This design comes from an exercise in tuning for small area and a short achievable clock period on the open sky130 flow, not from production work. Only simulation tests tie the RTL to the original design; equivalence was not proved. Power figures rest on the tool's default switching activity, not on a simulated workload.

Design FloatingPoint_Multiplier_Complete, start of the top module:
module FloatingPoint_Multiplier_Complete (
    input wire         clk,
    input wire         rst,
    input  wire [15:0] a,
    input  wire [15:0] b,
    output reg  [15:0] result,
    output reg         overflow,
    output reg         underflow
);
Size in the first run: about 650 cells after synthesis, about 94 flip-flops, about 52 I/O pins, ~6300 um2 of cells after synthesis.
==> flow/config.mk <==
export PLATFORM = sky130hd
export DESIGN_NAME = FloatingPoint_Multiplier_Complete
export DESIGN_NICKNAME = FloatingPoint_Multiplier_Complete
export VERILOG_FILES = /design/flow/design.v
export SDC_FILE = /design/flow/constraint.sdc
export NUM_CORES = 4
export LEC_CHECK = 0
export ABC_CLOCK_PERIOD_IN_PS = 2500
export CAP_MARGIN = 20
export CORE_MARGIN = 2
export CORE_UTILIZATION = 65
export CTS_BUF_LIST = sky130_fd_sc_hd__clkbuf_8
export SETUP_SLACK_MARGIN = 4.7
export SLEW_MARGIN = 20
==> flow/constraint.sdc <==
create_clock -name core_clock -period 7.5 [get_ports {clk}]
set_input_delay 1.5000 -clock core_clock [delete_from_list [all_inputs] [get_ports {clk}]]
set_output_delay 1.5000 -clock core_clock [all_outputs]
set_load 0.01 [all_outputs]
standard.sh (not shown) runs the stock make flow with config.mk's settings and CLKGATE_MAP_FILE= SYNTH_SCRIPT=/design/flow/synth_recipe.tcl, a recipe that flattens the netlist after the stock synthesis.
==> flow/flow/run.sh <==
#!/bin/bash
# Own layout flow: the standard flow (standard.sh) with two changes:
#  - synthesis runs Yosys's synth without its generic "abc -fast" pass
#    (-noabc), so the full adders written in the RTL reach extract_fa as
#    written instead of being remapped first; everything else in
#    synth_recipe.tcl (flatten, renames, registers) is unchanged;
#  - port buffers use the buffer cell named in flow/ports.txt.
# Each tool's output is in the ORFS logs under orfs/logs; make's own output
# goes to flow.log here.
set -euo pipefail
here=$(pwd)
first=$(head -n 1 synth_recipe.tcl)
if [[ "$first" != 'proc synth {args} { yosys synth -nofsm -noshare {*}$args }' ]]; then
  echo "unexpected first line of synth_recipe.tcl: $first" >&2
  exit 1
fi
{ echo 'proc synth {args} { yosys synth -nofsm -noshare -noabc {*}$args }'; tail -n +2 synth_recipe.tcl; } > own_synth.tcl
buf=$(tr -d ' \n' < flow/ports.txt)
sed -e "s#SYNTH_SCRIPT=[^ ]*#SYNTH_SCRIPT=$here/own_synth.tcl 'BUFFER_PORTS_ARGS=-buffer_cell $buf'#" standard.sh > own_standard.sh
grep -q own_synth.tcl own_standard.sh
bash own_standard.sh > flow.log 2>&1
==> flow/flow/ports.txt <==
sky130_fd_sc_hd__buf_1
Change:
- CORE_UTILIZATION: 65 -> 55
- SETUP_SLACK_MARGIN: 4.7 -> 4.5
Effect: Final cell count went up by 0.73%. Wire length increases by 1.0%. Core utilization goes down by 12 points. Via count shrinks by 2.3%. Combinational power is lower by about 4%. Synthesized area is unchanged. Die area went up by 17%. Power shrinks by 3.8%. Worst setup slack loses 110 ps.

Setup of v56:
Starting RTL as in the previous note.
// FloatingPoint_Multiplier_Complete
module FloatingPoint_Multiplier_Complete (
    input wire         clk,
    input wire         rst,
    input  wire [15:0] a,
    input  wire [15:0] b,
    output reg  [15:0] result,
    output reg         overflow,
    output reg         underflow
);
    wire es_g0 = a[10] & b[10];
    wire es_p0 = a[10] ^ b[10];
    wire es_g1 = a[11] & b[11];
    wire es_p1 = a[11] ^ b[11];
    wire es_g2 = a[12] & b[12];
    wire es_p2 = a[12] ^ b[12];
    wire es_g3 = a[13] & b[13];
    wire es_p3 = a[13] ^ b[13];
    wire es_g4 = a[14] & b[14];
    wire es_p4 = a[14] ^ b[14];
    wire es_G0_1 = es_g1 | (es_p1 & es_g0);
    wire es_P0_1 = es_p1 & es_p0;
    wire es_G0_2 = es_g2 | (es_p2 & es_g1);
    wire es_P0_2 = es_p2 & es_p1;
    wire es_G0_3 = es_g3 | (es_p3 & es_g2);
    wire es_P0_3 = es_p3 & es_p2;
    wire es_G0_4 = es_g4 | (es_p4 & es_g3);
    wire es_P0_4 = es_p4 & es_p3;
    wire es_G1_2 = es_G0_2 | (es_P0_2 & es_g0);
    wire es_P1_2 = es_P0_2 & es_p0;
    wire es_G1_3 = es_G0_3 | (es_P0_3 & es_G0_1);
    wire es_P1_3 = es_P0_3 & es_P0_1;
    wire es_G1_4 = es_G0_4 | (es_P0_4 & es_G0_2);
    wire es_P1_4 = es_P0_4 & es_P0_2;
    wire es_G2_4 = es_G1_4 | (es_P1_4 & es_g0);
    wire es_P2_4 = es_P1_4 & es_p0;
    wire es_s1 = es_p1 ^ es_g0;
    wire es_s2 = es_p2 ^ es_G0_1;
    wire es_s3 = es_p3 ^ es_G1_2;
    wire es_s4 = es_p4 ^ es_G1_3;
    reg        r1_sign, r1_ha;
    reg  [5:0] r1_es;    
    reg  [9:0] r1_ma;
    reg  [5:0] r1_one, r1_two;    
    reg  [4:0] r1_neg;
    wire [12:0] yb = {2'b00, b[14:10] != 5'd0, b[9:0]};
    always @(posedge clk) begin
  ...
==> flow/config.mk <==
export PLATFORM = sky130hd
export DESIGN_NAME = FloatingPoint_Multiplier_Complete
export DESIGN_NICKNAME = FloatingPoint_Multiplier_Complete
export VERILOG_FILES = /design/flow/design.v
export SDC_FILE = /design/flow/constraint.sdc
export NUM_CORES = 4
export LEC_CHECK = 0
export ABC_CLOCK_PERIOD_IN_PS = 2500
export CAP_MARGIN = 20
export CORE_MARGIN = 2
export CORE_UTILIZATION = 55
export CTS_BUF_LIST = sky130_fd_sc_hd__clkbuf_8
export SETUP_SLACK_MARGIN = 4.6
export SLEW_MARGIN = 20
==> flow/constraint.sdc <==
create_clock -name core_clock -period 7.5 [get_ports {clk}]
set_input_delay 1.5000 -clock core_clock [delete_from_list [all_inputs] [get_ports {clk}]]
set_output_delay 1.5000 -clock core_clock [all_outputs]
set_load 0.01 [all_outputs]
Scripts as last shown in full above: flow/flow/run.sh, flow/flow/ports.txt
> inputs changed (v56 -> v39)
-- flow/config.mk --
<<< v56, line 11
export CORE_UTILIZATION = 55
>>> v39, line 11
export CORE_UTILIZATION = 45
<<< v56, line 13
export SETUP_SLACK_MARGIN = 4.6
>>> v39, line 13
export SETUP_SLACK_MARGIN = 4.7
Notes after the runs:
Core utilization (higher): v56. In the metrics for v56 and v39, the one carrying the higher largest incremental delay on the critical path is v56. Going from v56 to v39, sequential share of layout area decreased 0.27 points, total length of routed wires increased 0.38%, layout sequential cell count essentially unchanged, y dimension of the die increased about 10%.
Changes in v9 relative to v39:
-- flow/config.mk --
<<< v39, line 11
export CORE_UTILIZATION = 45
>>> v9, line 11
export CORE_UTILIZATION = 50
==> comparison <==
- v9: flow completed, timing, DRC and antenna clean
- Compared with v39, the router placed more vias in v9.
- [diff] wire length after detailed routing, v9 relative to v39: regression
- v9 vs v39: global-route track usage on met2 up
- Summary: with v39 as the reference, placeable core area in v9 moved down by a little under 10%.
- v9 vs v39 on count of clock-buffer cells in the layout: v9 is the higher one.
- Diff v39 -> v9: total power +1.1%; weighted congestion reported at the end of routability-driven placement went up by 1.5%.
- Summary — slew at the pin closest to its max-slew limit, v9 relative to v39: higher, by 0.25 ns.
- The reg2reg setup slack on v39 is in line with that on v9.
- Side by side, final critical path time including I/O delays and setup turned out higher in v9 than in v39.
- Cmp v9 vs v39: cell count lower in v9

==> separate check: timing with driven ports <==
Ports are ideal in the flow. The routed layouts listed here were re-timed in OpenROAD. Step 1 assumes that a clkbuf_16 drives the clock port and a buf_2 every other input. Step 2 also shifts input and output timing later by t, the mid clock arrival at the registers, as if the neighbouring blocks saw the same clock. Three values: ideal ports, drivers, drivers and shift; two values: the first two.
run	t (ns)	slack for setup (ns)	worst data-port slew with drivers (ns)
the first run of note 1	0.401	4.757 / 4.743 / 4.602	0.03
the second run of note 1	0.403	4.645 / 4.645 / 4.578	0.03
v56	0.403	4.701 / 4.689 / 4.570	0.03
v39	0.407	4.792 / 4.755 / 4.582	0.03
v9	0.402	4.789 / 4.756 / 4.601	0.03
After both steps setup and hold are still met in every run listed. For v39, which loses most, drivers alone change the setup slack by -0.037 ns; drivers and shift together by -0.210 ns.
